From an optimization exercise on the open Yosys and OpenROAD flow, aimed at small area, a short achievable clock period and few clock cycles per item; shortcuts taken in it are not production practice.
RTL that was checked went through simulation tests only; none was proved equivalent to the original.
Function not checked in runs 1 to 3: the RTL went through the layout flow alone.
Power is estimated from default activity; no workload was simulated.

### flow/run.sh
#!/bin/bash
# The standard layout (the standard.sh: ORFS synthesis to final layout),
# with smaller port buffers and no clock-tree dummy loads.
set -euo pipefail
export BUFFER_PORTS_ARGS="-buffer_cell ${PORT_BUF:-sky130_fd_sc_hd__buf_1}"
export CTS_ARGS="-sink_clustering_enable -repair_clock_nets -dont_use_dummy_load -buf_list sky130_fd_sc_hd__clkbuf_8"
bash standard.sh > standard.log 2>&1
### standard.sh
#!/bin/bash
# synth_recipe.tcl (not shown) runs the flow's synth.tcl, then flattens the netlist and writes it again
# the make line also repeats each setting of config.mk as NAME=value (left out here)
make -C /OpenROAD-flow-scripts/flow DESIGN_CONFIG=/design/flow/config.mk WORK_HOME=/design/flow/orfs CLKGATE_MAP_FILE= SYNTH_SCRIPT=/design/flow/synth_recipe.tcl "${@:-finish}"
### config.mk
export PLATFORM = sky130hd
export DESIGN_NAME = assignment
export DESIGN_NICKNAME = assignment
export VERILOG_FILES = /design/flow/design.v
export SDC_FILE = /design/flow/constraint.sdc
export NUM_CORES = 4
export LEC_CHECK = 0
export CAP_MARGIN = 20
export CORE_MARGIN = 2
export CORE_UTILIZATION = 65
export SLEW_MARGIN = 20
export SYNTH_HIERARCHICAL = 1
export SYNTH_MINIMUM_KEEP_SIZE = 0
### constraint.sdc
create_clock -name core_clock -period 12.5 [get_ports {clk}]
set_input_delay 2.5000 -clock core_clock [delete_from_list [all_inputs] [get_ports {clk}]]
set_output_delay 2.5000 -clock core_clock [all_outputs]
set_load 0.01 [all_outputs]
### design.v
module fa_cell (
    input  logic a,
    input  logic b,
    input  logic ci,
    output logic s,
    output logic co
);
    assign s  = a ^ b ^ ci;
    assign co = (a & b) | (a & ci) | (b & ci);
endmodule
module assignment (
    input logic clk,
    input logic NRST,
    input logic start,
    input logic [10:0] A,
    input logic [10:0] B,
    output logic [20:0] result,
    output logic ready
);
    logic        busy;
    logic        accept;
    logic [10:0] a_value;
    logic [9:0]  b_mod;
    logic [9:0]  b_mod_next;
    logic [20:0] row0, row1;
    logic pp_0_0;
    logic pp_0_1;
    logic pp_0_2;
    logic pp_0_3;
    logic pp_0_4;
    logic pp_0_5;
    logic pp_0_6;
    logic pp_0_7;
    logic pp_0_8;
    logic pp_0_9;
    logic pp_1_0;
    logic pp_1_1;
    logic pp_1_2;
    logic pp_1_3;
    logic pp_1_4;
    logic pp_1_5;
    logic pp_1_6;
    logic pp_1_7;
    logic pp_1_8;
    logic pp_1_9;
    logic pp_2_0;
    logic pp_2_1;
    logic pp_2_2;
    logic pp_2_3;
    logic pp_2_4;
    logic pp_2_5;
    logic pp_2_6;
    logic pp_2_7;
    logic pp_2_8;
    logic pp_2_9;
    logic pp_3_0;
    logic pp_3_1;
    logic pp_3_2;
    logic pp_3_3;
    logic pp_3_4;
    logic pp_3_5;
    logic pp_3_6;
    logic pp_3_7;
    logic pp_3_8;
    logic pp_3_9;
    logic pp_4_0;
    logic pp_4_1;
    logic pp_4_2;
    logic pp_4_3;
    logic pp_4_4;
    logic pp_4_5;
    logic pp_4_6;
    logic pp_4_7;
    logic pp_4_8;
    logic pp_4_9;
    logic pp_5_0;
    logic pp_5_1;
    logic pp_5_2;
    logic pp_5_3;
    logic pp_5_4;
    logic pp_5_5;
    logic pp_5_6;
    logic pp_5_7;
    logic pp_5_8;
    logic pp_5_9;
    logic pp_6_0;
    logic pp_6_1;
    logic pp_6_2;
    logic pp_6_3;
    logic pp_6_4;
    logic pp_6_5;
    logic pp_6_6;
    logic pp_6_7;
    logic pp_6_8;
    logic pp_6_9;
    logic pp_7_0;
    logic pp_7_1;
    logic pp_7_2;
    logic pp_7_3;
    logic pp_7_4;
    logic pp_7_5;
    logic pp_7_6;
    logic pp_7_7;
    logic pp_7_8;
    logic pp_7_9;
    logic pp_8_0;
    logic pp_8_1;
    logic pp_8_2;
    logic pp_8_3;
    logic pp_8_4;
    logic pp_8_5;
    logic pp_8_6;
    logic pp_8_7;
    logic pp_8_8;
    logic pp_8_9;
    logic pp_9_0;
    logic pp_9_1;
    logic pp_9_2;
    logic pp_9_3;
    logic pp_9_4;
    logic pp_9_5;
    logic pp_9_6;
    logic pp_9_7;
    logic pp_9_8;
    logic pp_9_9;
    logic pp_10_0;
    logic pp_10_1;
    logic pp_10_2;
    logic pp_10_3;
    logic pp_10_4;
    logic pp_10_5;
    logic pp_10_6;
    logic pp_10_7;
    logic pp_10_8;
    logic pp_10_9;
    logic s1;
    logic c2;
    logic s3;
    logic c4;
    logic s5;
    logic c6;
    logic s7;
    logic c8;
    logic s9;
    logic c10;
    logic s11;
    logic c12;
    logic s13;
    logic c14;
    logic s15;
    logic c16;
    logic s17;
    logic c18;
    logic s19;
    logic c20;
    logic s21;
    logic c22;
    logic s23;
    logic c24;
    logic s25;
    logic c26;
    logic s27;
    logic c28;
    logic s29;
    logic c30;
    logic s31;
    logic c32;
    logic s33;
    logic c34;
    logic s35;
    logic c36;
    logic s37;
    logic c38;
    logic s39;
    logic c40;
    logic s41;
    logic c42;
    logic s43;
    logic c44;
    logic s45;
    logic c46;
    logic s47;
    logic c48;
    logic s49;
    logic c50;
    logic s51;
    logic c52;
    logic s53;
    logic c54;
    logic s55;
    logic c56;
    logic s57;
    logic c58;
    logic s59;
    logic c60;
    logic s61;
    logic c62;
    logic s63;
    logic c64;
    logic s65;
    logic c66;
    logic s67;
    logic c68;
    logic s69;
    logic c70;
    logic s71;
    logic c72;
    logic s73;
    logic c74;
    logic s75;
    logic c76;
    logic s77;
    logic c78;
    logic s79;
    logic c80;
    logic s81;
    logic c82;
    logic s83;
    logic c84;
    logic s85;
    logic c86;
    logic s87;
    logic c88;
    logic s89;
    logic c90;
    logic s91;
    logic c92;
    logic s93;
    logic c94;
    logic s95;
    logic c96;
    logic s97;
    logic c98;
    logic s99;
    logic c100;
    logic s101;
    logic c102;
    logic s103;
    logic c104;
    logic s105;
    logic c106;
    logic s107;
    logic c108;
    logic s109;
    logic c110;
    logic s111;
    logic c112;
    logic s113;
    logic c114;
    logic s115;
    logic c116;
    logic s117;
    logic c118;
    logic s119;
    logic c120;
    logic s121;
    logic c122;
    logic s123;
    logic c124;
    logic s125;
    logic c126;
    logic s127;
    logic c128;
    logic s129;
    logic c130;
    logic s131;
    logic c132;
    logic s133;
    logic c134;
    logic s135;
    logic c136;
    logic s137;
    logic c138;
    logic s139;
    logic c140;
    logic s141;
    logic c142;
    logic s143;
    logic c144;
    logic s145;
    logic c146;
    logic s147;
    logic c148;
    logic s149;
    logic c150;
    logic s151;
    logic c152;
    logic s153;
    logic c154;
    logic s155;
    logic c156;
    logic s157;
    logic c158;
    logic s159;
    logic c160;
    assign accept = start & ~busy;
    logic       b_ge_1000, b_ge_2000, b_q1, b_f;
    logic [6:0] h;
    assign h = B[9:3];
    assign b_ge_2000 = B[10] & B[9] & B[8] & B[7] & B[6] & (B[5] | B[4]);
    assign b_ge_1000 = B[10] | (B[9] & B[8] & B[7] & B[6] & B[5] & (B[4] | B[3]));
    assign b_q1 = b_ge_1000 & ~b_ge_2000;
    assign b_f = (b_ge_2000 & (h[1] | h[2])) | (b_q1 & (h[0] | h[1]) & h[2]);
    assign b_mod_next[2:0] = B[2:0];
    assign b_mod_next[3] = h[0] ^ b_q1;
    assign b_mod_next[4] = h[1] ^ (b_ge_2000 | (b_q1 & ~h[0]));
    assign b_mod_next[5] = h[2] ^ ((b_ge_2000 & ~h[1]) | (b_q1 & (h[0] | h[1])));
    assign b_mod_next[6] = h[3] ^ b_f;
    assign b_mod_next[7] = h[4] ^ (b_f & h[3]);
    assign b_mod_next[8] = h[5] ^ (b_f & h[3] & h[4]);
    assign b_mod_next[9] = h[6] ^ (b_f & h[3] & h[4] & h[5]);
    always_ff @(posedge clk) begin
        if (accept) begin
            a_value <= A;
            b_mod   <= b_mod_next;
        end
    end
    assign pp_0_0 = ~(a_value[0] & b_mod[0]);
    assign pp_0_1 = ~(a_value[0] & b_mod[1]);
    assign pp_0_2 = ~(a_value[0] & b_mod[2]);
    assign pp_0_3 = ~(a_value[0] & b_mod[3]);
    assign pp_0_4 = ~(a_value[0] & b_mod[4]);
    assign pp_0_5 = ~(a_value[0] & b_mod[5]);
    assign pp_0_6 = ~(a_value[0] & b_mod[6]);
    assign pp_0_7 = ~(a_value[0] & b_mod[7]);
    assign pp_0_8 = ~(a_value[0] & b_mod[8]);
    assign pp_0_9 = ~(a_value[0] & b_mod[9]);
    assign pp_1_0 = ~(a_value[1] & b_mod[0]);
    assign pp_1_1 = ~(a_value[1] & b_mod[1]);
    assign pp_1_2 = ~(a_value[1] & b_mod[2]);
    assign pp_1_3 = ~(a_value[1] & b_mod[3]);
    assign pp_1_4 = ~(a_value[1] & b_mod[4]);
    assign pp_1_5 = ~(a_value[1] & b_mod[5]);
    assign pp_1_6 = ~(a_value[1] & b_mod[6]);
    assign pp_1_7 = ~(a_value[1] & b_mod[7]);
    assign pp_1_8 = ~(a_value[1] & b_mod[8]);
    assign pp_1_9 = ~(a_value[1] & b_mod[9]);
    assign pp_2_0 = ~(a_value[2] & b_mod[0]);
    assign pp_2_1 = ~(a_value[2] & b_mod[1]);
    assign pp_2_2 = ~(a_value[2] & b_mod[2]);
    assign pp_2_3 = ~(a_value[2] & b_mod[3]);
    assign pp_2_4 = ~(a_value[2] & b_mod[4]);
    assign pp_2_5 = ~(a_value[2] & b_mod[5]);
    assign pp_2_6 = ~(a_value[2] & b_mod[6]);
    assign pp_2_7 = ~(a_value[2] & b_mod[7]);
    assign pp_2_8 = ~(a_value[2] & b_mod[8]);
    assign pp_2_9 = ~(a_value[2] & b_mod[9]);
    assign pp_3_0 = ~(a_value[3] & b_mod[0]);
    assign pp_3_1 = ~(a_value[3] & b_mod[1]);
    assign pp_3_2 = ~(a_value[3] & b_mod[2]);
    assign pp_3_3 = ~(a_value[3] & b_mod[3]);
    assign pp_3_4 = ~(a_value[3] & b_mod[4]);
    assign pp_3_5 = ~(a_value[3] & b_mod[5]);
    assign pp_3_6 = ~(a_value[3] & b_mod[6]);
    assign pp_3_7 = ~(a_value[3] & b_mod[7]);
    assign pp_3_8 = ~(a_value[3] & b_mod[8]);
    assign pp_3_9 = ~(a_value[3] & b_mod[9]);
    assign pp_4_0 = ~(a_value[4] & b_mod[0]);
    assign pp_4_1 = ~(a_value[4] & b_mod[1]);
    assign pp_4_2 = ~(a_value[4] & b_mod[2]);
    assign pp_4_3 = ~(a_value[4] & b_mod[3]);
    assign pp_4_4 = ~(a_value[4] & b_mod[4]);
    assign pp_4_5 = ~(a_value[4] & b_mod[5]);
    assign pp_4_6 = ~(a_value[4] & b_mod[6]);
    assign pp_4_7 = ~(a_value[4] & b_mod[7]);
    assign pp_4_8 = ~(a_value[4] & b_mod[8]);
    assign pp_4_9 = ~(a_value[4] & b_mod[9]);
    assign pp_5_0 = ~(a_value[5] & b_mod[0]);
    assign pp_5_1 = ~(a_value[5] & b_mod[1]);
    assign pp_5_2 = ~(a_value[5] & b_mod[2]);
    assign pp_5_3 = ~(a_value[5] & b_mod[3]);
    assign pp_5_4 = ~(a_value[5] & b_mod[4]);
    assign pp_5_5 = ~(a_value[5] & b_mod[5]);
    assign pp_5_6 = ~(a_value[5] & b_mod[6]);
    assign pp_5_7 = ~(a_value[5] & b_mod[7]);
    assign pp_5_8 = ~(a_value[5] & b_mod[8]);
    assign pp_5_9 = ~(a_value[5] & b_mod[9]);
    assign pp_6_0 = ~(a_value[6] & b_mod[0]);
    assign pp_6_1 = ~(a_value[6] & b_mod[1]);
    assign pp_6_2 = ~(a_value[6] & b_mod[2]);
    assign pp_6_3 = ~(a_value[6] & b_mod[3]);
    assign pp_6_4 = ~(a_value[6] & b_mod[4]);
    assign pp_6_5 = ~(a_value[6] & b_mod[5]);
    assign pp_6_6 = ~(a_value[6] & b_mod[6]);
    assign pp_6_7 = ~(a_value[6] & b_mod[7]);
    assign pp_6_8 = ~(a_value[6] & b_mod[8]);
    assign pp_6_9 = ~(a_value[6] & b_mod[9]);
    assign pp_7_0 = ~(a_value[7] & b_mod[0]);
    assign pp_7_1 = ~(a_value[7] & b_mod[1]);
    assign pp_7_2 = ~(a_value[7] & b_mod[2]);
    assign pp_7_3 = ~(a_value[7] & b_mod[3]);
    assign pp_7_4 = ~(a_value[7] & b_mod[4]);
    assign pp_7_5 = ~(a_value[7] & b_mod[5]);
    assign pp_7_6 = ~(a_value[7] & b_mod[6]);
    assign pp_7_7 = ~(a_value[7] & b_mod[7]);
    assign pp_7_8 = ~(a_value[7] & b_mod[8]);
    assign pp_7_9 = ~(a_value[7] & b_mod[9]);
    assign pp_8_0 = ~(a_value[8] & b_mod[0]);
    assign pp_8_1 = ~(a_value[8] & b_mod[1]);
    assign pp_8_2 = ~(a_value[8] & b_mod[2]);
    assign pp_8_3 = ~(a_value[8] & b_mod[3]);
    assign pp_8_4 = ~(a_value[8] & b_mod[4]);
    assign pp_8_5 = ~(a_value[8] & b_mod[5]);
    assign pp_8_6 = ~(a_value[8] & b_mod[6]);
    assign pp_8_7 = ~(a_value[8] & b_mod[7]);
    assign pp_8_8 = ~(a_value[8] & b_mod[8]);
    assign pp_8_9 = ~(a_value[8] & b_mod[9]);
    assign pp_9_0 = ~(a_value[9] & b_mod[0]);
    assign pp_9_1 = ~(a_value[9] & b_mod[1]);
    assign pp_9_2 = ~(a_value[9] & b_mod[2]);
    assign pp_9_3 = ~(a_value[9] & b_mod[3]);
    assign pp_9_4 = ~(a_value[9] & b_mod[4]);
    assign pp_9_5 = ~(a_value[9] & b_mod[5]);
    assign pp_9_6 = ~(a_value[9] & b_mod[6]);
    assign pp_9_7 = ~(a_value[9] & b_mod[7]);
    assign pp_9_8 = ~(a_value[9] & b_mod[8]);
    assign pp_9_9 = ~(a_value[9] & b_mod[9]);
    assign pp_10_0 = ~(a_value[10] & b_mod[0]);
    assign pp_10_1 = ~(a_value[10] & b_mod[1]);
    assign pp_10_2 = ~(a_value[10] & b_mod[2]);
    assign pp_10_3 = ~(a_value[10] & b_mod[3]);
    assign pp_10_4 = ~(a_value[10] & b_mod[4]);
    assign pp_10_5 = ~(a_value[10] & b_mod[5]);
    assign pp_10_6 = ~(a_value[10] & b_mod[6]);
    assign pp_10_7 = ~(a_value[10] & b_mod[7]);
    assign pp_10_8 = ~(a_value[10] & b_mod[8]);
    assign pp_10_9 = ~(a_value[10] & b_mod[9]);
    fa_cell u_fa1 (.a(pp_0_9), .b(pp_1_8), .ci(pp_2_7), .s(s1), .co(c2));
    fa_cell u_fa2 (.a(pp_10_0), .b(pp_1_9), .ci(pp_2_8), .s(s3), .co(c4));
    fa_cell u_fa3 (.a(pp_10_1), .b(pp_2_9), .ci(pp_3_8), .s(s5), .co(c6));
    fa_cell u_fa4 (.a(pp_0_6), .b(pp_1_5), .ci(pp_2_4), .s(s7), .co(c8));
    fa_cell u_fa5 (.a(pp_0_7), .b(pp_1_6), .ci(pp_2_5), .s(s9), .co(c10));
    fa_cell u_fa6 (.a(pp_3_4), .b(pp_4_3), .ci(pp_5_2), .s(s11), .co(c12));
    fa_cell u_fa7 (.a(pp_0_8), .b(pp_1_7), .ci(pp_2_6), .s(s13), .co(c14));
    fa_cell u_fa8 (.a(pp_3_5), .b(pp_4_4), .ci(pp_5_3), .s(s15), .co(c16));
    fa_cell u_fa9 (.a(pp_6_2), .b(pp_7_1), .ci(pp_8_0), .s(s17), .co(c18));
    fa_cell u_fa10 (.a(pp_3_6), .b(pp_4_5), .ci(pp_5_4), .s(s19), .co(c20));
    fa_cell u_fa11 (.a(pp_6_3), .b(pp_7_2), .ci(pp_8_1), .s(s21), .co(c22));
    fa_cell u_fa12 (.a(pp_9_0), .b(s1), .ci(c14), .s(s23), .co(c24));
    fa_cell u_fa13 (.a(pp_3_7), .b(pp_4_6), .ci(pp_5_5), .s(s25), .co(c26));
    fa_cell u_fa14 (.a(pp_6_4), .b(pp_7_3), .ci(pp_8_2), .s(s27), .co(c28));
    fa_cell u_fa15 (.a(pp_9_1), .b(c2), .ci(s3), .s(s29), .co(c30));
    fa_cell u_fa16 (.a(pp_4_7), .b(pp_5_6), .ci(pp_6_5), .s(s31), .co(c32));
    fa_cell u_fa17 (.a(pp_7_4), .b(pp_8_3), .ci(pp_9_2), .s(s33), .co(c34));
    fa_cell u_fa18 (.a(c4), .b(s5), .ci(c26), .s(s35), .co(c36));
    fa_cell u_fa19 (.a(pp_10_2), .b(pp_3_9), .ci(pp_4_8), .s(s37), .co(c38));
    fa_cell u_fa20 (.a(pp_5_7), .b(pp_6_6), .ci(pp_7_5), .s(s39), .co(c40));
    fa_cell u_fa21 (.a(pp_8_4), .b(pp_9_3), .ci(c6), .s(s41), .co(c42));
    fa_cell u_fa22 (.a(pp_10_3), .b(pp_4_9), .ci(pp_5_8), .s(s43), .co(c44));
    fa_cell u_fa23 (.a(pp_6_7), .b(pp_7_6), .ci(pp_8_5), .s(s45), .co(c46));
    fa_cell u_fa24 (.a(pp_10_4), .b(pp_5_9), .ci(pp_6_8), .s(s47), .co(c48));
    fa_cell u_fa25 (.a(pp_0_4), .b(pp_1_3), .ci(pp_2_2), .s(s49), .co(c50));
    fa_cell u_fa26 (.a(pp_0_5), .b(pp_1_4), .ci(pp_2_3), .s(s51), .co(c52));
    fa_cell u_fa27 (.a(pp_3_2), .b(pp_4_1), .ci(pp_5_0), .s(s53), .co(c54));
    fa_cell u_fa28 (.a(pp_3_3), .b(pp_4_2), .ci(pp_5_1), .s(s55), .co(c56));
    fa_cell u_fa29 (.a(pp_6_0), .b(s7), .ci(c52), .s(s57), .co(c58));
    fa_cell u_fa30 (.a(pp_6_1), .b(pp_7_0), .ci(c8), .s(s59), .co(c60));
    fa_cell u_fa31 (.a(s11), .b(s9), .ci(c56), .s(s61), .co(c62));
    fa_cell u_fa32 (.a(c10), .b(c12), .ci(s13), .s(s63), .co(c64));
    fa_cell u_fa33 (.a(s15), .b(s17), .ci(c60), .s(s65), .co(c66));
    fa_cell u_fa34 (.a(c16), .b(c18), .ci(s19), .s(s67), .co(c68));
    fa_cell u_fa35 (.a(s21), .b(s23), .ci(c64), .s(s69), .co(c70));
    fa_cell u_fa36 (.a(c20), .b(c22), .ci(s25), .s(s71), .co(c72));
    fa_cell u_fa37 (.a(s27), .b(c24), .ci(s29), .s(s73), .co(c74));
    fa_cell u_fa38 (.a(c28), .b(s31), .ci(s33), .s(s75), .co(c76));
    fa_cell u_fa39 (.a(c30), .b(s35), .ci(c72), .s(s77), .co(c78));
    fa_cell u_fa40 (.a(c32), .b(c34), .ci(s37), .s(s79), .co(c80));
    fa_cell u_fa41 (.a(s39), .b(c36), .ci(s41), .s(s81), .co(c82));
    fa_cell u_fa42 (.a(pp_9_4), .b(c38), .ci(c40), .s(s83), .co(c84));
    fa_cell u_fa43 (.a(s43), .b(s45), .ci(c42), .s(s85), .co(c86));
    fa_cell u_fa44 (.a(pp_7_7), .b(pp_8_6), .ci(pp_9_5), .s(s87), .co(c88));
    fa_cell u_fa45 (.a(c44), .b(c46), .ci(s47), .s(s89), .co(c90));
    fa_cell u_fa46 (.a(pp_10_5), .b(pp_6_9), .ci(pp_7_8), .s(s91), .co(c92));
    fa_cell u_fa47 (.a(pp_8_7), .b(pp_9_6), .ci(c48), .s(s93), .co(c94));
    fa_cell u_fa48 (.a(pp_10_6), .b(pp_7_9), .ci(pp_8_8), .s(s95), .co(c96));
    fa_cell u_fa49 (.a(pp_0_3), .b(pp_1_2), .ci(pp_2_1), .s(s97), .co(c98));
    fa_cell u_fa50 (.a(pp_3_1), .b(pp_4_0), .ci(s49), .s(s99), .co(c100));
    fa_cell u_fa51 (.a(c50), .b(s51), .ci(s53), .s(s101), .co(c102));
    fa_cell u_fa52 (.a(c54), .b(s55), .ci(s57), .s(s103), .co(c104));
    fa_cell u_fa53 (.a(c58), .b(s59), .ci(s61), .s(s105), .co(c106));
    fa_cell u_fa54 (.a(c62), .b(s63), .ci(s65), .s(s107), .co(c108));
    fa_cell u_fa55 (.a(s67), .b(c66), .ci(s69), .s(s109), .co(c110));
    fa_cell u_fa56 (.a(c68), .b(s71), .ci(c70), .s(s111), .co(c112));
    fa_cell u_fa57 (.a(s75), .b(c74), .ci(s77), .s(s113), .co(c114));
    fa_cell u_fa58 (.a(c76), .b(s79), .ci(s81), .s(s115), .co(c116));
    fa_cell u_fa59 (.a(c80), .b(s83), .ci(c82), .s(s117), .co(c118));
    fa_cell u_fa60 (.a(s87), .b(c84), .ci(s89), .s(s119), .co(c120));
    fa_cell u_fa61 (.a(c88), .b(s91), .ci(c90), .s(s121), .co(c122));
    fa_cell u_fa62 (.a(pp_9_7), .b(c92), .ci(s95), .s(s123), .co(c124));
    fa_cell u_fa63 (.a(pp_10_7), .b(pp_8_9), .ci(pp_9_8), .s(s125), .co(c126));
    fa_cell u_fa64 (.a(pp_0_2), .b(pp_1_1), .ci(pp_2_0), .s(s127), .co(c128));
    fa_cell u_fa65 (.a(pp_3_0), .b(s97), .ci(c128), .s(s129), .co(c130));
    fa_cell u_fa66 (.a(c98), .b(s99), .ci(c130), .s(s131), .co(c132));
    fa_cell u_fa67 (.a(c100), .b(s101), .ci(c132), .s(s133), .co(c134));
    fa_cell u_fa68 (.a(c102), .b(s103), .ci(c134), .s(s135), .co(c136));
    fa_cell u_ha1 (.a(c104), .b(s105), .ci(1'b1), .s(s137), .co(c138));
    fa_cell u_fa69 (.a(c106), .b(s107), .ci(c138), .s(s139), .co(c140));
    fa_cell u_ha2 (.a(c108), .b(s109), .ci(1'b1), .s(s141), .co(c142));
    fa_cell u_fa70 (.a(s73), .b(c110), .ci(s111), .s(s143), .co(c144));
    fa_cell u_ha3 (.a(c112), .b(s113), .ci(1'b1), .s(s145), .co(c146));
    fa_cell u_fa71 (.a(c78), .b(c114), .ci(s115), .s(s147), .co(c148));
    fa_cell u_fa72 (.a(s85), .b(s117), .ci(c116), .s(s149), .co(c150));
    fa_cell u_fa73 (.a(c86), .b(s119), .ci(c118), .s(s151), .co(c152));
    fa_cell u_fa74 (.a(s93), .b(s121), .ci(c120), .s(s153), .co(c154));
    fa_cell u_fa75 (.a(c94), .b(s123), .ci(c122), .s(s155), .co(c156));
    fa_cell u_fa76 (.a(c96), .b(s125), .ci(c124), .s(s157), .co(c158));
    fa_cell u_fa77 (.a(pp_10_8), .b(pp_9_9), .ci(c126), .s(s159), .co(c160));
    assign row0 = {1'b1, pp_10_9, s159, s157, s155, s153, c150, c148, c146, s145, c142, c140, s139, s137, s135, s133, s131, s129, s127, pp_0_1, pp_0_0};
    assign row1 = {1'b1, c160, c158, c156, c154, c152, s151, s149, s147, c144, s143, s141, 1'b1, c136, 1'b1, 1'b1, 1'b1, 1'b1, 1'b1, pp_1_0, 1'b1};
    logic [6:0] blk0;
    assign blk0 = ~({1'b0, row0[5:0]} + {1'b0, row1[5:0]} + 7'd1);
    logic [5:0] blk1;
    assign blk1 = ~({1'b0, row0[10:6]} + {1'b0, row1[10:6]} + 6'd1);
    logic [5:0] blk2;
    assign blk2 = ~({1'b0, row0[15:11]} + {1'b0, row1[15:11]} + 6'd1);
    logic [5:0] blk3;
    assign blk3 = ~({1'b0, row0[20:16]} + {1'b0, row1[20:16]} + 6'd1);
    logic [20:0] sum_q;
    logic [2:0] gen_q;
    logic [2:1] prop_q;
    always_ff @(posedge clk) begin
        sum_q[5:0] <= blk0[5:0];
        gen_q[0] <= blk0[6];
        sum_q[10:6] <= blk1[4:0];
        gen_q[1] <= blk1[5];
        prop_q[1] <= &(row0[10:6] ^ row1[10:6]);
        sum_q[15:11] <= blk2[4:0];
        gen_q[2] <= blk2[5];
        prop_q[2] <= &(row0[15:11] ^ row1[15:11]);
        sum_q[20:16] <= blk3[4:0];
    end
    logic [3:1] cin;
    assign cin[1] = gen_q[0];
    assign cin[2] = (gen_q[0] & prop_q[1]) | gen_q[1];
    assign cin[3] = (gen_q[0] & prop_q[1] & prop_q[2]) | (gen_q[1] & prop_q[2]) | gen_q[2];
    assign result[5:0] = sum_q[5:0];
    assign result[10:6] = sum_q[10:6] + 5'(cin[1]);
    assign result[15:11] = sum_q[15:11] + 5'(cin[2]);
    assign result[20:16] = sum_q[20:16] + 5'(cin[3]);
    always_ff @(posedge clk or negedge NRST) begin
        if (!NRST) begin
            busy  <= 1'b0;
            ready <= 1'b0;
        end else begin
            busy  <= accept;
            ready <= busy | (ready & ~start);
        end
    end
endmodule
==> results_dict.tcl, run 1 <==
set metrics [dict create \
    finish.cell_count_without_fillers 494 \
    final_core_util 0.708 \
    first_pass_grt_wire_length_um 12800 \
    total_grt_usage 0.225 \
    timing.final.hold_violations 0 \
    vdd_ir_drop_max_mv 0.217 \
    avgViaCountPerCell 5.57 \
    synthTopCellsByCount "113 x sky130_fd_sc_hd__nand2_1, 82 x sky130_fd_sc_hd__fa_1, 26 x sky130_fd_sc_hd__dfxtp_1, 25 x sky130_fd_sc_hd__ha_1" \
    setup_repair_bufs_after_cts 0 \
    port_buffers 46 \
    routed_wire_length_per_instance_um 14.5 \
    worstSkewPairLatency_ns 0.30 \
    clock_tree.htree_level_count 2 \
    cts_resized 0 \
    cts_max_path_buffers 2 \
    dominantRegCellSynth "sky130_fd_sc_hd__dfxtp_1" \
    clock_tree_from_tritoncts "built" \
    path_cells "nand2_1 -> fa_1 -> fa_1 -> fa_1 -> fa_1 -> fa_1 -> inv_1 -> ha_1 -> fa_1 -> inv_1 -> a21o_1 -> a21oi_1 -> xor2_1" \
    critPathKind "reg -> reg" \
    numCtsBuffers 5 \
    arrival_ns 4.56 \
    floorplan.die.height_um 85.1 \
    insertedDiodeCount 0 \
    detail_route.drc_violations 0 \
    antenna_found_initial 0 \
    yosys_warnings 7 \
    detailedRoute.firstPassIterationCount 4 \
    synth_cell_types 33 \
    cp_data_required_time_ns 12.66 \
    synth-async-reset-ratio 0.0408 \
    grt_start_max_net_pins 23 \
    gp_congestion 0.870 \
    post_synthesis_to_final_layout_area_growth_pct 5.09 \
    rows 29 \
    dp_hpwl_um 5680 \
    cp_num_buf_inv 2 \
    min_path_type "reg -> reg" \
    dieWidth_um 85.1 \
    leakage_uw 0.00174 \
    report.final.slew_viol_count 0 \
    synth_area_um2 4280 \
    vias 2750 \
    clkSinkCount 49 \
    synth.top_cell.area_share 0.384 \
    globalRoute.totalOverflow 0 \
    grt_setup_unrepaired "no" \
    synth_enable_flop_cells 21 \
    placeableCoreArea_um2 6350 \
    post_synth_main_area_contributors "sky130_fd_sc_hd__fa_1 38%, sky130_fd_sc_hd__edfxtp_1 15%, sky130_fd_sc_hd__dfxtp_1 12%" \
    fmaxAchievable_mhz 227 \
    status "no timing/DRC/antenna violations" \
    design.portCount 47 \
    ant_nets 0 \
    drive_above_1_share 0.0216 \
    nets 551 \
    synthDominantAreaCellType "sky130_fd_sc_hd__fa_1" \
    critical-path-slowest-cell "sky130_fd_sc_hd__fa_1" \
    floorplan.die_area_um2 7250 \
    final.setup.tns_ns 0 \
    clkTransAtPathRegs_ns 0.10 \
    critical_path_peak_fanout 11 \
    clock_tree.root_cell "sky130_fd_sc_hd__clkbuf_8" \
    final.setup_skew_ns 0.0271 \
    detail_route.iter0.violations 250 \
    synthCells 391 \
    critical-path-top-delay-family "adder cells" \
    setup-violations-final 0 \
    worst_setup_path_end_kind "register" \
    startpoint_type "register" \
    cp_slowest_stage_delay_ns 0.59 \
    layout_min_cycle_time_ns 4.40 \
    critical_path.most_common_cell "sky130_fd_sc_hd__fa_1" \
    synthesis.area_per_instance_um2 10.9 \
    holdBufCountCts 0 \
    layout_worst_path_cycle_share 0.352 \
    max_cap_violations 0 \
    power_per_cell_area_nw_per_um2 190 \
    ys_seq_elements 49 \
    synth_sequential_area_ratio 0.281 \
    yosysMostFrequentCell "sky130_fd_sc_hd__nand2_1" \
    dpl.cell_count 489 \
    routed_wl_um 7170 \
    floorplan.initialDensity 0.674 \
    vias_in_the_first_global_route 2926 \
]
==> area by class of cell <==
cell class / count / area, µm²
clock buffers: 5 / 68.8
fillers: 463 / 1850
well taps: 77 / 96.3
repair buffers: 47 / 180
multi-input cells: 295 / 2870
inverters: 21 / 78.8
flip-flops and latches: 49 / 1200
==> power by group <==
group	leakage (µW)	switching, µW	total (µW)	internal [µW]
combinational	0.00126	283	524	241
clock	0.0000359	46.1	82.3	36.2
sequential	0.000442	28.9	246	217
==> worst reg2reg max path, stage by stage (launching register included) <==
cell	delay [ns]
sky130_fd_sc_hd__edfxtp_1	0.58
sky130_fd_sc_hd__nand2_1	0.14
sky130_fd_sc_hd__fa_1	0.59
sky130_fd_sc_hd__fa_1	0.45
sky130_fd_sc_hd__fa_1	0.55
sky130_fd_sc_hd__fa_1	0.44
sky130_fd_sc_hd__fa_1	0.51
sky130_fd_sc_hd__inv_1	0.04
sky130_fd_sc_hd__ha_1	0.19
sky130_fd_sc_hd__fa_1	0.40
sky130_fd_sc_hd__inv_1	0.07
sky130_fd_sc_hd__a21o_1	0.10
sky130_fd_sc_hd__a21oi_1	0.06
sky130_fd_sc_hd__xor2_1	0.14
==> modules after synthesis, one instance, submodules excluded <==
module,times used,cell area [µm²]
fa_cell,80,20.0
assignment,1,2680
==> flip-flops by register name (all words and copies together), names as in the netlist <==
name	count
sum_q	21
a_value	11
b_mod	10
gen_q	3
prop_q	2
busy	1
ready	1
==> final timing paths <==
path,start,to,slack (ns),cells after the start
worst max-delay path,b_mod[1]$_DFFE_PP_,sum_q[15]$_DFF_P_,8.10,13
worst min-delay path,busy$_DFF_PN0_,ready$_DFF_PN0_,0.47,1
worst max register to register,b_mod[1]$_DFFE_PP_,sum_q[15]$_DFF_P_,8.10,13
worst min register to register,busy$_DFF_PN0_,ready$_DFF_PN0_,0.47,1
max in group asynchronous,NRST,ready$_DFF_PN0_,10.41,1
min in group asynchronous,NRST,busy$_DFF_PN0_,1.96,1
==> kinds of logic after synthesis <==
kind of cell | after synthesis | share of synthesized area
other | 1 | 0.000876
buffers and inverters | 49 | 0.0500
adders and majority gates | 107 | 0.457
DFF | 49 | 0.281
AOI/OAI and AO/OA | 27 | 0.0404
xor gates and xnor gates | 19 | 0.0389
and+or+nand+nor | 139 | 0.132
==> through the flow <==
stage / hold WS (ns) / instance area [µm²] / worst slack [ns] / total power (µW)
final: 0.467 / 4500 / 8.10 / 853
after global routing: 0.487 / 4500 / 7.90 / 952
after CTS: 0.476 / 4500 / 8.11 / 865
after detailed placement: 0.453 / 4430 / 8.15 / 781
after global placement: 0.438 / 4430 / 8.23 / 771
after floorplan: 0.429 / 4290 / 8.26 / 671
==> cell usage in the layout, fill, tap and decap left out, drive strengths merged <==
cell type  Yosys  layout
o21ai          7       7
and4           1       1
o311ai         1       1
xnor2          8       8
nand3          8       8
nand2        113     113
nand4          1       1
dfrtp          2       2
and3           1       1
dfxtp         26      26
o21bai         1       1
ha            25      25
xor2          11      11
a22o           1       1
clkbuf        21       5
nor3           1       1
fa            82      82
buf            7      47
nor2b          1       1
and2           3       3
a211oi         1       1
o22ai          1       1
inv           21      21
a31oi          1       1
a21o           7       7
conb           1       3
a21oi          7       7
edfxtp        21      21
nor4           1       1
nand3b         1       1
nor2           8       8
==> layer usage <==
layer	routed length, µm	up-vias	track usage	share of wire
met3	542	11	0.0418	0.076
met5	0	-	0	0
met2	3510	116	0.393	0.49
li1	-	1273	-	-
met1	3010	1350	0.296	0.42
met4	100	0	0.0491	0.014
==> run 2: changes to the inputs <==
--- a/design.v
+++ b/design.v
@@ -508,25 +508,25 @@
     assign row0 = {1'b1, pp_10_9, s159, s157, s155, s153, c150, c148, c146, s145, c142, c140, s139, s137, s135, s133, s131, s129, s127, pp_0_1, pp_0_0};
     assign row1 = {1'b1, c160, c158, c156, c154, c152, s151, s149, s147, c144, s143, s141, 1'b1, c136, 1'b1, 1'b1, 1'b1, 1'b1, 1'b1, pp_1_0, 1'b1};
-    logic [6:0] blk0;
-    assign blk0 = ~({1'b0, row0[5:0]} + {1'b0, row1[5:0]} + 7'd1);
+    logic [7:0] blk0;
+    assign blk0 = ~({1'b0, row0[6:0]} + {1'b0, row1[6:0]} + 8'd1);
     logic [5:0] blk1;
-    assign blk1 = ~({1'b0, row0[10:6]} + {1'b0, row1[10:6]} + 6'd1);
+    assign blk1 = ~({1'b0, row0[11:7]} + {1'b0, row1[11:7]} + 6'd1);
     logic [5:0] blk2;
-    assign blk2 = ~({1'b0, row0[15:11]} + {1'b0, row1[15:11]} + 6'd1);
-    logic [5:0] blk3;
-    assign blk3 = ~({1'b0, row0[20:16]} + {1'b0, row1[20:16]} + 6'd1);
+    assign blk2 = ~({1'b0, row0[16:12]} + {1'b0, row1[16:12]} + 6'd1);
+    logic [4:0] blk3;
+    assign blk3 = ~({1'b0, row0[20:17]} + {1'b0, row1[20:17]} + 5'd1);
     logic [20:0] sum_q;
     logic [2:0] gen_q;
     logic [2:1] prop_q;
     always_ff @(posedge clk) begin
-        sum_q[5:0] <= blk0[5:0];
-        gen_q[0] <= blk0[6];
-        sum_q[10:6] <= blk1[4:0];
+        sum_q[6:0] <= blk0[6:0];
+        gen_q[0] <= blk0[7];
+        sum_q[11:7] <= blk1[4:0];
         gen_q[1] <= blk1[5];
-        prop_q[1] <= &(row0[10:6] ^ row1[10:6]);
-        sum_q[15:11] <= blk2[4:0];
+        prop_q[1] <= &(row0[11:7] ^ row1[11:7]);
+        sum_q[16:12] <= blk2[4:0];
         gen_q[2] <= blk2[5];
-        prop_q[2] <= &(row0[15:11] ^ row1[15:11]);
-        sum_q[20:16] <= blk3[4:0];
+        prop_q[2] <= &(row0[16:12] ^ row1[16:12]);
+        sum_q[20:17] <= blk3[3:0];
     end
     logic [3:1] cin;
@@ -534,8 +534,8 @@
     assign cin[2] = (gen_q[0] & prop_q[1]) | gen_q[1];
     assign cin[3] = (gen_q[0] & prop_q[1] & prop_q[2]) | (gen_q[1] & prop_q[2]) | gen_q[2];
-    assign result[5:0] = sum_q[5:0];
-    assign result[10:6] = sum_q[10:6] + 5'(cin[1]);
-    assign result[15:11] = sum_q[15:11] + 5'(cin[2]);
-    assign result[20:16] = sum_q[20:16] + 5'(cin[3]);
+    assign result[6:0] = sum_q[6:0];
+    assign result[11:7] = sum_q[11:7] + 5'(cin[1]);
+    assign result[16:12] = sum_q[16:12] + 5'(cin[2]);
+    assign result[20:17] = sum_q[20:17] + 4'(cin[3]);
     always_ff @(posedge clk or negedge NRST) begin
         if (!NRST) begin
==> run 2 against run 1 <==
  * Clock power is 1% lower
  * Die area is 0.26% higher
  * Critical path depth stayed put
  * Largest power group unchanged
  * Still clean
  * Count of clock-buffer cells in the layout stayed put
  * Non-clock buffer count stayed put
  * Utilization hardly changed
  * Worst hold slack worse by 0.0014 ns
==> results_dict.tcl, run 2 <==
set metrics [dict create \
    status "no timing/DRC/antenna violations" \
    globalRoute.totalOverflow 0 \
    drive_above_1_share 0.0216 \
    holdBufCountCts 0 \
    setup-violations-final 0 \
    routed_wl_um 7240 \
    startpoint_type "register" \
    synth-simple-area-share 0.135 \
    reg_to_reg_endpoint "sum_q[16]$_DFF_P_" \
    avgViaCountPerCell 5.54 \
    power_per_cell_area_nw_per_um2 192 \
    synth.top_cell.area_share 0.383 \
    vias_in_the_first_global_route 2961 \
    first_pass_grt_wire_length_um 13300 \
    ys_seq_elements 49 \
    grt_start_max_net_pins 23 \
    design.portCount 47 \
    synth.area.mux_share 0 \
    arrival_ns 4.42 \
    timing.hold.worst_endpoint "ready$_DFF_PN0_" \
    report.final.slew_viol_count 0 \
    worstSkewPairLatency_ns 0.30 \
    synth-async-reset-ratio 0.0408 \
    vdd_ir_drop_max_mv 0.262 \
    worst_setup_path_end_kind "register" \
    path_cells "nand2_1 -> fa_1 -> fa_1 -> fa_1 -> fa_1 -> fa_1 -> inv_1 -> ha_1 -> fa_1 -> inv_1 -> a21o_1 -> a21oi_1 -> xor2_1" \
    layout_min_cycle_time_ns 4.25 \
    detail_route.drc_violations 0 \
    dieWidth_um 85.2 \
    worstHoldStart "busy$_DFF_PN0_" \
    register_with_the_highest_flop_count "sum_q" \
    floorplan.die.height_um 85.2 \
    vias 2733 \
    post_synthesis_to_final_layout_area_growth_pct 4.78 \
    crit-reg2reg-launch "b_mod[1]$_DFFE_PP_" \
    clock_tree.root_cell "sky130_fd_sc_hd__clkbuf_8" \
    fin_hold_ws_ns 0.466 \
    yosys_warnings 7 \
    numCtsBuffers 5 \
    max_cap_violations 0 \
    floorplan.initialDensity 0.676 \
    synth_xor_area_frac 0.0388 \
    layout.cells.most_common "sky130_fd_sc_hd__nand2_1" \
    cp_data_required_time_ns 12.67 \
    finish.instance_area_um2 4500 \
    layout.cells.most_common_list "113 x sky130_fd_sc_hd__nand2_1, 82 x sky130_fd_sc_hd__fa_1, 46 x sky130_fd_sc_hd__buf_1" \
    clock_tree_from_tritoncts "built" \
    synth_cell_types 37 \
    synthTopCellsByCount "113 x sky130_fd_sc_hd__nand2_1, 82 x sky130_fd_sc_hd__fa_1, 26 x sky130_fd_sc_hd__dfxtp_1, 25 x sky130_fd_sc_hd__ha_1" \
    power_frac_clock 0.094 \
    worst_hold_path.num_cells 1 \
    layout_worst_path_cycle_share 0.340 \
    detail_route.iter0.violations 125 \
    sequentialPowerShare 0.284 \
    fmaxAchievable_mhz 235 \
    timing.final.hold_violations 0 \
    r2r_setup_slack_ns 8.25 \
    filler_cell_count 464 \
    critical-path-slowest-cell "sky130_fd_sc_hd__fa_1" \
    setup_repair_bufs_after_cts 0 \
    switchingPower_uw 363 \
    synthDominantAreaCellType "sky130_fd_sc_hd__fa_1" \
    rows 29 \
    comb_pwr_share 0.622 \
    ant_nets 0 \
    leakage_uw 0.00172 \
    min_path_type "reg -> reg" \
    placeableCoreArea_um2 6350 \
    yosysMostFrequentCell "sky130_fd_sc_hd__nand2_1" \
    grt_setup_unrepaired "no" \
    synth_sequential_area_ratio 0.280 \
    final.setup.tns_ns 0 \
    multi_input_comb_area_um2 2890 \
    insertedDiodeCount 0 \
    critical_path.most_common_cell "sky130_fd_sc_hd__fa_1" \
    reg.largest.list "sum_q: 21 flops, a_value: 11 flops, b_mod: 10 flops" \
    cts_resized 0 \
    port_buffers 46 \
    detailedRoute.firstPassIterationCount 4 \
    critical_path_peak_fanout 11 \
    synth_area_um2 4290 \
    placement.cell_area_um2 4430 \
    timing.reg2reg.worst_path_depth 13 \
    final-seq-area_um2 1200 \
    clkSinkCount 49 \
    nets 550 \
    critPathKind "reg -> reg" \
    synth_enable_flop_cells 21 \
    power_switching_share 0.421 \
    total_grt_usage 0.237 \
    dp_hpwl_um 5820 \
    synthesis.area_per_instance_um2 10.9 \
    cts_max_path_buffers 2 \
    clock_tree.htree_level_count 2 \
    largest_register_ffs 21 \
    synth_top_family_by_area "adder cells" \
    gp_congestion 0.883 \
    cp_slowest_stage_delay_ns 0.58 \
    p_int_uw 500 \
    routed_wire_length_per_instance_um 14.7 \
    post_synth_fa_ha_maj_area_fraction 0.456 \
    clkTransAtPathRegs_ns 0.09 \
    floorplan.die_area_um2 7270 \
    final.setup_skew_ns 0.0187 \
    dominantRegCellSynth "sky130_fd_sc_hd__dfxtp_1" \
    post_synth_main_area_contributors "sky130_fd_sc_hd__fa_1 38%, sky130_fd_sc_hd__edfxtp_1 15%, sky130_fd_sc_hd__dfxtp_1 12%" \
    antenna_found_initial 0 \
    synth_compound_area_frac 0.0405 \
    synthCells 392 \
]
==> run 2: kinds of logic (layout without fill, tap and decap cells) <==
kind of cell,count (synthesis),after routing
AOI/OAI and AO/OA,27,27
xor gates and xnor gates,19,19
adders and majority gates,107,107
buffers and inverters,47,69
DFF,49,49
other,1,3
and+or+nand+nor,142,142
==> run 2: final cells by class <==
class,instances,area share
Inverter,17,0.0142
Timing Repair Buffer,47,0.0401
Sequential cell,49,0.267
Tap cell,77,0.0214
Multi-Input combinational cell,298,0.642
Clock buffer,5,0.0153
==> run 2: critical path, delay by kind of cell, from the launching register on <==
kind / cells / cell delay [ns]
buffers and inverters: 2 / 0.11
flip-flops: 1 / 0.57
adder cells (fa/ha/maj): 7 / 3.02
AND/OR/NAND/NOR: 1 / 0.14
AO/OA/AOI/OAI: 2 / 0.17
XOR/XNOR: 1 / 0.14
==> run 2: power groups by stage <==
stage                     registers (µW)  clock network [µW]  logic (µW)
after global placement               247                   0         537
after global routing                 249                93.5         630
after CTS                            245                86.4         548
after detailed placement             249                   0         546
final                                245                81.3         537
after floorplan                      234                   0         448
==> run 2: per-stage QoR <==
stage | power, µW | util | instances | setup WS [ns]
after detailed placement | 795 | 0.697 | 488 | 8.26
final | 863 | 0.708 | 493 | 8.25
after floorplan | 682 | - | 394 | 8.35
after global placement | 784 | 0.697 | 488 | 8.29
after CTS | 879 | 0.708 | 493 | 8.25
after global routing | 973 | 0.708 | 493 | 8.02
==> run 2: worst max-delay path by stage <==
stage                             from  slack, ns  cells after the start                 to
floorplan           b_mod[1]$_DFFE_PP_       8.35                     14  sum_q[16]$_DFF_P_
global placement    b_mod[1]$_DFFE_PP_       8.29                     13  sum_q[16]$_DFF_P_
detailed placement  b_mod[1]$_DFFE_PP_       8.26                     13  sum_q[16]$_DFF_P_
CTS                 b_mod[1]$_DFFE_PP_       8.25                     13  sum_q[16]$_DFF_P_
global route        b_mod[1]$_DFFE_PP_       8.02                     13  sum_q[16]$_DFF_P_
finish              b_mod[1]$_DFFE_PP_       8.25                     13  sum_q[16]$_DFF_P_
==> run 2: modules after synthesis (local to each module, per instance) <==
module / cells / cell area [µm²] / flops+latches / times used
fa_cell: 1 / 20.0 / 0 / 80
assignment: 312 / 2690 / 49 / 1
==> run 2: layer usage <==
metal	global-route usage	share of wire	up-vias
met4	0.0678	0.014	0
met3	0.0379	0.048	9
met5	0	0	-
li1	-	-	1271
met1	0.296	0.40	1367
met2	0.427	0.54	86
==> run 3: changes to the inputs <==
--- a/design.v
+++ b/design.v
@@ -508,8 +508,8 @@
     assign row0 = {1'b1, pp_10_9, s159, s157, s155, s153, c150, c148, c146, s145, c142, c140, s139, s137, s135, s133, s131, s129, s127, pp_0_1, pp_0_0};
     assign row1 = {1'b1, c160, c158, c156, c154, c152, s151, s149, s147, c144, s143, s141, 1'b1, c136, 1'b1, 1'b1, 1'b1, 1'b1, 1'b1, pp_1_0, 1'b1};
-    logic [7:0] blk0;
-    assign blk0 = ~({1'b0, row0[6:0]} + {1'b0, row1[6:0]} + 8'd1);
-    logic [5:0] blk1;
-    assign blk1 = ~({1'b0, row0[11:7]} + {1'b0, row1[11:7]} + 6'd1);
+    logic [8:0] blk0;
+    assign blk0 = ~({1'b0, row0[7:0]} + {1'b0, row1[7:0]} + 9'd1);
+    logic [4:0] blk1;
+    assign blk1 = ~({1'b0, row0[11:8]} + {1'b0, row1[11:8]} + 5'd1);
     logic [5:0] blk2;
     assign blk2 = ~({1'b0, row0[16:12]} + {1'b0, row1[16:12]} + 6'd1);
@@ -520,9 +520,9 @@
     logic [2:1] prop_q;
     always_ff @(posedge clk) begin
-        sum_q[6:0] <= blk0[6:0];
-        gen_q[0] <= blk0[7];
-        sum_q[11:7] <= blk1[4:0];
-        gen_q[1] <= blk1[5];
-        prop_q[1] <= &(row0[11:7] ^ row1[11:7]);
+        sum_q[7:0] <= blk0[7:0];
+        gen_q[0] <= blk0[8];
+        sum_q[11:8] <= blk1[3:0];
+        gen_q[1] <= blk1[4];
+        prop_q[1] <= &(row0[11:8] ^ row1[11:8]);
         sum_q[16:12] <= blk2[4:0];
         gen_q[2] <= blk2[5];
@@ -534,6 +534,6 @@
     assign cin[2] = (gen_q[0] & prop_q[1]) | gen_q[1];
     assign cin[3] = (gen_q[0] & prop_q[1] & prop_q[2]) | (gen_q[1] & prop_q[2]) | gen_q[2];
-    assign result[6:0] = sum_q[6:0];
-    assign result[11:7] = sum_q[11:7] + 5'(cin[1]);
+    assign result[7:0] = sum_q[7:0];
+    assign result[11:8] = sum_q[11:8] + 4'(cin[1]);
     assign result[16:12] = sum_q[16:12] + 5'(cin[2]);
     assign result[20:17] = sum_q[20:17] + 4'(cin[3]);
==> run 3 against run 2 <==
  * Utilization down 0.45 points
  * Global-route usage down 0.61 points
  * Critical path depth unchanged
  * Critical path type unchanged
  * Combinational power down 4.3%
  * Count of clock-buffer cells in the layout unchanged
  * Maximum frequency down 1.0%
  * Largest power group unchanged
  * Synthesized cell count down 1.0%
  * First-iteration DRC count up 11%
==> results_dict.tcl, run 3 <==
set metrics [dict create \
    status "no timing/DRC/antenna violations" \
    cts_resized 0 \
    filler_cell_count 481 \
    port_buffers 46 \
    report.final.slew_viol_count 0 \
    setup_repair_bufs_after_cts 0 \
    holdBufCountCts 0 \
    timing.reg2reg.worst_path_depth 13 \
    synth-async-reset-ratio 0.0408 \
    clock_tree.htree_level_count 2 \
    reg.largest.list "sum_q: 21 flops, a_value: 11 flops, b_mod: 10 flops" \
    total_grt_usage 0.231 \
    layout_worst_path_cycle_share 0.344 \
    path_cells "nand2_1 -> fa_1 -> fa_1 -> fa_1 -> fa_1 -> fa_1 -> inv_1 -> ha_1 -> fa_1 -> inv_1 -> a21o_1 -> a21oi_1 -> xor2_1" \
    crit-reg2reg-launch "b_mod[1]$_DFFE_PP_" \
    grt_setup_unrepaired "no" \
    setup_ws_ns 8.21 \
    finish.instance_area_um2 4470 \
    vias 2687 \
    synth_cell_types 33 \
    gp_congestion 0.906 \
    critical-path-top-delay-family "adder cells" \
    dieWidth_um 85.0 \
    detailedRoute.firstPassIterationCount 4 \
    critPathKind "reg -> reg" \
    worstSkewPairLatency_ns 0.31 \
    dominantRegCellSynth "sky130_fd_sc_hd__dfxtp_1" \
    max_cap_violations 0 \
    detail_route.drc_violations 0 \
    reg_to_reg_endpoint "sum_q[16]$_DFF_P_" \
    first_pass_grt_wire_length_um 13000 \
    clock_tree_from_tritoncts "built" \
    yosysMostFrequentCell "sky130_fd_sc_hd__nand2_1" \
    dp_slack_ns 8.22 \
    grt_start_max_net_pins 23 \
    routed_wl_um 7230 \
    globalRoute.totalOverflow 0 \
    synth_enable_flop_cells 21 \
    setup-violations-final 0 \
    timing.final.hold_violations 0 \
    placeableCoreArea_um2 6350 \
    fin_total_pwr_uw 843 \
    r2r_setup_slack_ns 8.21 \
    placement.cell_area_um2 4400 \
    clkTransAtPathRegs_ns 0.10 \
    yosys_warnings 7 \
    critical_path_peak_fanout 11 \
    finish.cell_count_without_fillers 488 \
    ant_nets 0 \
    worstHoldStart "busy$_DFF_PN0_" \
    min_path_type "reg -> reg" \
    floorplan.die.height_um 85.0 \
    insertedDiodeCount 0 \
    worstSetupStartpoint "b_mod[1]$_DFFE_PP_" \
    antenna_found_initial 0 \
    synth_sequential_area_ratio 0.281 \
    largest_register_ffs 21 \
    detail_route.iter0.violations 139 \
    ys_seq_elements 49 \
    worst_setup_path_end_kind "register" \
    vdd_ir_drop_max_mv 0.196 \
    design.portCount 47 \
    cp_data_required_time_ns 12.67 \
    nets 545 \
    multi_input_comb_area_um2 2850 \
    synthCells 388 \
    arrival_ns 4.47 \
    endpoint "sum_q[16]$_DFF_P_" \
    startpoint_type "register" \
    avgViaCountPerCell 5.51 \
    dp_hpwl_um 5810 \
    final.setup.tns_ns 0 \
    drive_above_1_share 0.0219 \
    cp_num_cells 13 \
    fmaxAchievable_mhz 233 \
    leakage_uw 0.00170 \
    dpl.cell_count 483 \
    clkSinkCount 49 \
    post_synthesis_to_final_layout_area_growth_pct 4.63 \
    layout.cells.most_common "sky130_fd_sc_hd__nand2_1" \
    critical_path.most_common_cell "sky130_fd_sc_hd__fa_1" \
    vias_in_the_first_global_route 2920 \
    rows 29 \
    numCtsBuffers 5 \
    final-seq-area_um2 1200 \
    floorplan.die_area_um2 7230 \
    layout_min_cycle_time_ns 4.29 \
    layout.cells.most_common_list "113 x sky130_fd_sc_hd__nand2_1, 83 x sky130_fd_sc_hd__fa_1, 46 x sky130_fd_sc_hd__buf_1" \
    final.setup_skew_ns 0.0247 \
    routed_wire_length_per_instance_um 14.8 \
    cp_num_buf_inv 2 \
    synthesis.area_per_instance_um2 11.0 \
    cp_slowest_stage_delay_ns 0.58 \
    synthDominantAreaCellType "sky130_fd_sc_hd__fa_1" \
    cts_max_path_buffers 2 \
    synth.top_cell.area_share 0.389 \
    power_per_cell_area_nw_per_um2 189 \
    synth_area_um2 4270 \
    clock_tree.root_cell "sky130_fd_sc_hd__clkbuf_8" \
    critical-path-slowest-cell "sky130_fd_sc_hd__fa_1" \
    floorplan.initialDensity 0.672 \
    post_synth_main_area_contributors "sky130_fd_sc_hd__fa_1 39%, sky130_fd_sc_hd__edfxtp_1 15%, sky130_fd_sc_hd__dfxtp_1 12%" \
    synthTopCellsByCount "113 x sky130_fd_sc_hd__nand2_1, 83 x sky130_fd_sc_hd__fa_1, 26 x sky130_fd_sc_hd__dfxtp_1, 24 x sky130_fd_sc_hd__ha_1" \
    register_with_the_highest_flop_count "sum_q" \
]
==> run 3: metal layers <==
layer	vias up	GRT usage	wire length [µm]
li1	1257	-	-
met2	65	0.417	3790
met3	7	0.0302	219
met1	1358	0.299	3160
met4	0	0.0519	55
met5	-	0	0
==> run 3: cell families after synthesis <==
group / count (synthesis) / share of synthesized area
AO/OA/AOI/OAI: 26 / 0.0390
buffers and inverters: 49 / 0.0522
flip-flops: 49 / 0.281
other: 1 / 0.000878
adder cells (fa/ha/maj): 107 / 0.460
AND/OR/NAND/NOR: 139 / 0.132
XOR/XNOR: 17 / 0.0349
==> run 3: final cells by class <==
class                      instances  share of cell area
sequential                        49               0.269
inverter                          18              0.0151
multi-input combinational        292               0.639
timing repair buffer              47              0.0403
tap                               77              0.0216
clock buffer                       5              0.0154
==> run 3: how the worst min path moves through the flow <==
stage / end / depth (start not counted) / slack (ns)
final: ready$_DFF_PN0_ / 1 / 0.47
after global routing: ready$_DFF_PN0_ / 1 / 0.50
after CTS: ready$_DFF_PN0_ / 1 / 0.47
after detailed placement: ready$_DFF_PN0_ / 1 / 0.45
after global placement: ready$_DFF_PN0_ / 1 / 0.44
after floorplan: ready$_DFF_PN0_ / 1 / 0.43
==> run 3: through the flow <==
step	utilization	hold slack (ns)
finish	0.703	0.465
detailed placement	0.693	0.445
global placement	0.693	0.435
CTS	0.703	0.469
floorplan	-	0.429
global route	0.703	0.502
==> run 3: where the power goes <==
group	leakage [µW]	switching, µW	total (µW)	internal (µW)
registers	0.000443	27.0	246	219
logic	0.00122	277	514	237
clock network	0.0000359	47.9	84.1	36.2
==> run 3: worst register-to-register path: cells and delay by family (launching register included) <==
family | cells | cell delay (ns)
AOI/OAI and AO/OA | 2 | 0.17
buffers and inverters | 2 | 0.12
DFF | 1 | 0.57
xor gates and xnor gates | 1 | 0.14
adders and majority gates | 7 | 3.03
and+or+nand+nor | 1 | 0.15
==> run 3: per-module statistics from Yosys, one instance, submodules excluded <==
module / flip-flops and latches / area, µm² / times used / cells
assignment: 49 / 2670 / 1 / 308
fa_cell: 0 / 20.0 / 80 / 1
==> run 4: changes to the inputs <==
--- a/design.v
+++ b/design.v
@@ -510,8 +510,8 @@
     logic [8:0] blk0;
     assign blk0 = ~({1'b0, row0[7:0]} + {1'b0, row1[7:0]} + 9'd1);
-    logic [4:0] blk1;
-    assign blk1 = ~({1'b0, row0[11:8]} + {1'b0, row1[11:8]} + 5'd1);
-    logic [5:0] blk2;
-    assign blk2 = ~({1'b0, row0[16:12]} + {1'b0, row1[16:12]} + 6'd1);
+    logic [5:0] blk1;
+    assign blk1 = ~({1'b0, row0[12:8]} + {1'b0, row1[12:8]} + 6'd1);
+    logic [4:0] blk2;
+    assign blk2 = ~({1'b0, row0[16:13]} + {1'b0, row1[16:13]} + 5'd1);
     logic [4:0] blk3;
     assign blk3 = ~({1'b0, row0[20:17]} + {1'b0, row1[20:17]} + 5'd1);
@@ -522,10 +522,10 @@
         sum_q[7:0] <= blk0[7:0];
         gen_q[0] <= blk0[8];
-        sum_q[11:8] <= blk1[3:0];
-        gen_q[1] <= blk1[4];
-        prop_q[1] <= &(row0[11:8] ^ row1[11:8]);
-        sum_q[16:12] <= blk2[4:0];
-        gen_q[2] <= blk2[5];
-        prop_q[2] <= &(row0[16:12] ^ row1[16:12]);
+        sum_q[12:8] <= blk1[4:0];
+        gen_q[1] <= blk1[5];
+        prop_q[1] <= &(row0[12:8] ^ row1[12:8]);
+        sum_q[16:13] <= blk2[3:0];
+        gen_q[2] <= blk2[4];
+        prop_q[2] <= &(row0[16:13] ^ row1[16:13]);
         sum_q[20:17] <= blk3[3:0];
     end
@@ -535,6 +535,6 @@
     assign cin[3] = (gen_q[0] & prop_q[1] & prop_q[2]) | (gen_q[1] & prop_q[2]) | gen_q[2];
     assign result[7:0] = sum_q[7:0];
-    assign result[11:8] = sum_q[11:8] + 4'(cin[1]);
-    assign result[16:12] = sum_q[16:12] + 5'(cin[2]);
+    assign result[12:8] = sum_q[12:8] + 5'(cin[1]);
+    assign result[16:13] = sum_q[16:13] + 4'(cin[2]);
     assign result[20:17] = sum_q[20:17] + 4'(cin[3]);
     always_ff @(posedge clk or negedge NRST) begin
==> run 4 against run 3 <==
  * Clock power is 2.4% higher
  * Critical path depth is 1 lower
  * Setup slack improved by 0.057 ns
  * Utilization up 0.059 points
  * Non-clock buffer count is the same
  * First-iteration DRC count decreased by 7.2%
  * Register-to-register slack better by 0.06 ns
  * Routed wire length is 1.5% higher
  * Critical path type unchanged
  * Largest cell class unchanged
==> results_dict.tcl, run 4 <==
set metrics [dict create \
    layout_worst_path_cycle_share 0.339 \
    fmaxAchievable_mhz 236 \
    reg.largest.list "sum_q: 21 flops, a_value: 11 flops, b_mod: 10 flops" \
    startpoint_type "register" \
    drive_above_1_share 0.0244 \
    route.met3.wl_um 331 \
    report.final.slew_viol_count 0 \
    register_with_the_highest_flop_count "sum_q" \
    floorplan.die_area_um2 7240 \
    vdd_ir_drop_max_mv 0.242 \
    synth-async-reset-ratio 0.0408 \
    synth_xor_area_frac 0.0369 \
    leakage_uw 0.00172 \
    gp_congestion 0.864 \
    avgViaCountPerCell 5.44 \
    routed_wire_length_per_instance_um 15.1 \
    synth.area.mux_share 0 \
    rows 29 \
    multi_input_comb_area_um2 2850 \
    vias 2645 \
    total_grt_usage 0.231 \
    cp_data_required_time_ns 12.69 \
    detail_route.iter0.violations 129 \
    post_synthesis_to_final_layout_area_growth_pct 4.63 \
    synth_top_family_by_area "adder cells" \
    setup-violations-final 0 \
    final-seq-area_um2 1200 \
    dieWidth_um 85.1 \
    status "no timing/DRC/antenna violations" \
    layout_min_cycle_time_ns 4.24 \
    filler_cell_count 483 \
    setup_repair_bufs_after_cts 0 \
    grt_setup_unrepaired "no" \
    antenna_found_initial 0 \
    synthDominantAreaCellType "sky130_fd_sc_hd__fa_1" \
    clock_tree.root_cell "sky130_fd_sc_hd__clkbuf_8" \
    clock_tree.htree_level_count 2 \
    insertedDiodeCount 0 \
    synthTopCellsByCount "111 x sky130_fd_sc_hd__nand2_1, 83 x sky130_fd_sc_hd__fa_1, 26 x sky130_fd_sc_hd__dfxtp_1, 24 x sky130_fd_sc_hd__ha_1" \
    numCtsBuffers 5 \
    post_synth_fa_ha_maj_area_fraction 0.459 \
    floorplan.initialDensity 0.673 \
    critPathKind "reg -> reg" \
    floorplan.die.height_um 85.1 \
    yosys_warnings 7 \
    dp_hpwl_um 5870 \
    ant_nets 0 \
    cts_resized 0 \
    cts_max_path_buffers 2 \
    final.setup.tns_ns 0 \
    worstSkewPairLatency_ns 0.32 \
    final.setup_skew_ns 0.0230 \
    highest-signal-layer "met4" \
    holdBufCountCts 0 \
    max_cap_violations 0 \
    yosysMostFrequentCell "sky130_fd_sc_hd__nand2_1" \
    post_synth_main_area_contributors "sky130_fd_sc_hd__fa_1 39%, sky130_fd_sc_hd__edfxtp_1 15%, sky130_fd_sc_hd__dfxtp_1 12%" \
    synth.top_cell.area_share 0.389 \
    setup_ws_ns 8.26 \
    routed_wl_um 7340 \
    placeableCoreArea_um2 6350 \
    clock_tree_from_tritoncts "built" \
    synth_cell_types 32 \
    power_per_cell_area_nw_per_um2 188 \
    min_path_type "reg -> reg" \
    critical_path_peak_fanout 11 \
    design.portCount 47 \
    layout.cells.most_common_list "111 x sky130_fd_sc_hd__nand2_1, 83 x sky130_fd_sc_hd__fa_1, 46 x sky130_fd_sc_hd__buf_1" \
    largest_register_ffs 21 \
    globalRoute.totalOverflow 0 \
    wl_met1_um 2970 \
    vias_in_the_first_global_route 2827 \
    synth_sequential_area_ratio 0.281 \
    nets 543 \
    dominantRegCellSynth "sky130_fd_sc_hd__dfxtp_1" \
    dp_slack_ns 8.32 \
    synth-simple-area-share 0.133 \
    port_buffers 46 \
    detailroute.wirelength.met2_um 3920 \
    arrival_ns 4.42 \
    ys_seq_elements 49 \
    synth_area_um2 4270 \
    detailedRoute.firstPassIterationCount 4 \
    synthesis.area_per_instance_um2 11.1 \
    layout.cells.most_common "sky130_fd_sc_hd__nand2_1" \
    detail_route.drc_violations 0 \
    grt_start_max_net_pins 23 \
    synth_compound_area_frac 0.0340 \
    synth_enable_flop_cells 21 \
    synthCells 386 \
    worst_setup_path_end_kind "register" \
    timing.final.hold_violations 0 \
    first_pass_grt_wire_length_um 12900 \
    clkSinkCount 49 \
    clkTransAtPathRegs_ns 0.10 \
]
-- run 4: cell types whose count changed in the layout (fill, tap and decap cells not counted), moves of 2 or more --
cell | previous run | this run
sky130_fd_sc_hd__inv_1 | 18 | 21
sky130_fd_sc_hd__a21oi_1 | 6 | 8
sky130_fd_sc_hd__xor2_1 | 7 | 9
sky130_fd_sc_hd__nand2_1 | 113 | 111
sky130_fd_sc_hd__nor2_1 | 8 | 6
sky130_fd_sc_hd__a21o_1 | 6 | 8
sky130_fd_sc_hd__o21ai_0 | 7 | 2
-- run 4: critical path, cell delays in order (launching register included) --
cell and delay (ns):
sky130_fd_sc_hd__edfxtp_1 0.55, sky130_fd_sc_hd__nand2_1 0.15, sky130_fd_sc_hd__fa_1 0.58, sky130_fd_sc_hd__fa_1 0.44
sky130_fd_sc_hd__fa_1 0.56, sky130_fd_sc_hd__fa_1 0.44, sky130_fd_sc_hd__fa_1 0.51, sky130_fd_sc_hd__inv_1 0.04
sky130_fd_sc_hd__ha_1 0.20, sky130_fd_sc_hd__fa_1 0.40, sky130_fd_sc_hd__inv_1 0.07, sky130_fd_sc_hd__a21o_1 0.10
sky130_fd_sc_hd__a21oi_1 0.06
-- run 4: per-module statistics from Yosys (local to each module, per instance) --
| module | flip-flops and latches | copies in the design |
|---|---|---|
| assignment | 49 | 1 |
| fa_cell | 0 | 80 |
-- run 4: area by class of cell --
cell class | instances | area share
multi-input combinational | 287 | 0.636
sequential | 49 | 0.269
timing repair buffer | 47 | 0.0403
tap | 77 | 0.0216
inverter | 21 | 0.0176
clock buffer | 5 | 0.0154
-- run 4: cells by family (layout without fill, tap and decap cells) --
family / after synthesis / after routing
buffers and inverters: 52 / 73
AO/OA/AOI/OAI: 23 / 23
other: 1 / 3
flip-flops: 49 / 49
AND/OR/NAND/NOR: 136 / 136
adder cells (fa/ha/maj): 107 / 107
XOR/XNOR: 18 / 18
-- run 4: stage by stage --
| step | hold slack (ns) | area [µm²] | total power, µW | std cells | util |
|---|---|---|---|---|---|
| after floorplan | 0.429 | 4280 | 653 | 388 | - |
| after global placement | 0.435 | 4400 | 749 | 481 | 0.693 |
| after detailed placement | 0.449 | 4400 | 765 | 481 | 0.693 |
| after CTS | 0.472 | 4470 | 853 | 486 | 0.704 |
| after global routing | 0.491 | 4470 | 934 | 486 | 0.704 |
| final | 0.464 | 4470 | 839 | 486 | 0.704 |
-- run 4: power by group --
part	switching (µW)	leakage (µW)	total, µW	internal [µW]
clock	49.9	0.0000359	86.1	36.2
combinational	271	0.00124	509	237
sequential	26.6	0.000443	244	217
-- run 4: per-layer routing --
metal	vias up	track usage
li1	1245	-
met3	10	0.0418
met2	61	0.410
met1	1329	0.286
met4	0	0.0765
met5	-	0
-- run 4: final timing paths --
path,cells past startpoint,endpoint,slack (ns),from
setup / recovery,12,gen_q[1]$_DFF_P_,8.26,b_mod[9]$_DFFE_PP_
hold / removal,1,ready$_DFF_PN0_,0.46,busy$_DFF_PN0_
setup reg to reg,12,gen_q[1]$_DFF_P_,8.26,b_mod[9]$_DFFE_PP_
hold reg to reg,1,ready$_DFF_PN0_,0.46,busy$_DFF_PN0_
max in group asynchronous,1,busy$_DFF_PN0_,10.44,NRST
min in group asynchronous,1,ready$_DFF_PN0_,1.94,NRST
Testbench counts of run 4, summed over its fixed seeds: cycles 3,200, items 1,600.

afterwards: timing with drivers on the ports:
The results above use ideal ports. As a check the final layouts listed here were re-extracted and re-timed, cells and wires unchanged.
Step 1 assumes that a clkbuf_16 drives the clock port and a buf_2 every other input.
Step 2 moves the port delays by t, midway between the first and last clock arrival at a register: inputs arrive t later, outputs are due t later. That takes back most of the time a late clock gives input paths.
Slacks: ideal ports / drivers / drivers and shift; pairs: ideal ports / drivers.
| run | shift t [ns] | setup WS [ns] | slew at the worst register clock pin (ns) | pins driven straight from the clock port |
|---|---|---|---|---|
| run 1 | 0.315 | 8.097 / 8.097 / 8.097 | 0.10 / 0.10 | 1 |
| run 2 | 0.322 | 8.249 / 8.249 / 8.249 | 0.09 / 0.09 | 1 |
| run 3 | 0.324 | 8.206 / 8.206 / 8.206 | 0.10 / 0.10 | 1 |
| run 4 | 0.340 | 8.263 / 8.253 / 8.263 | 0.10 / 0.10 | 1 |
After both steps every run listed still meets setup and hold.
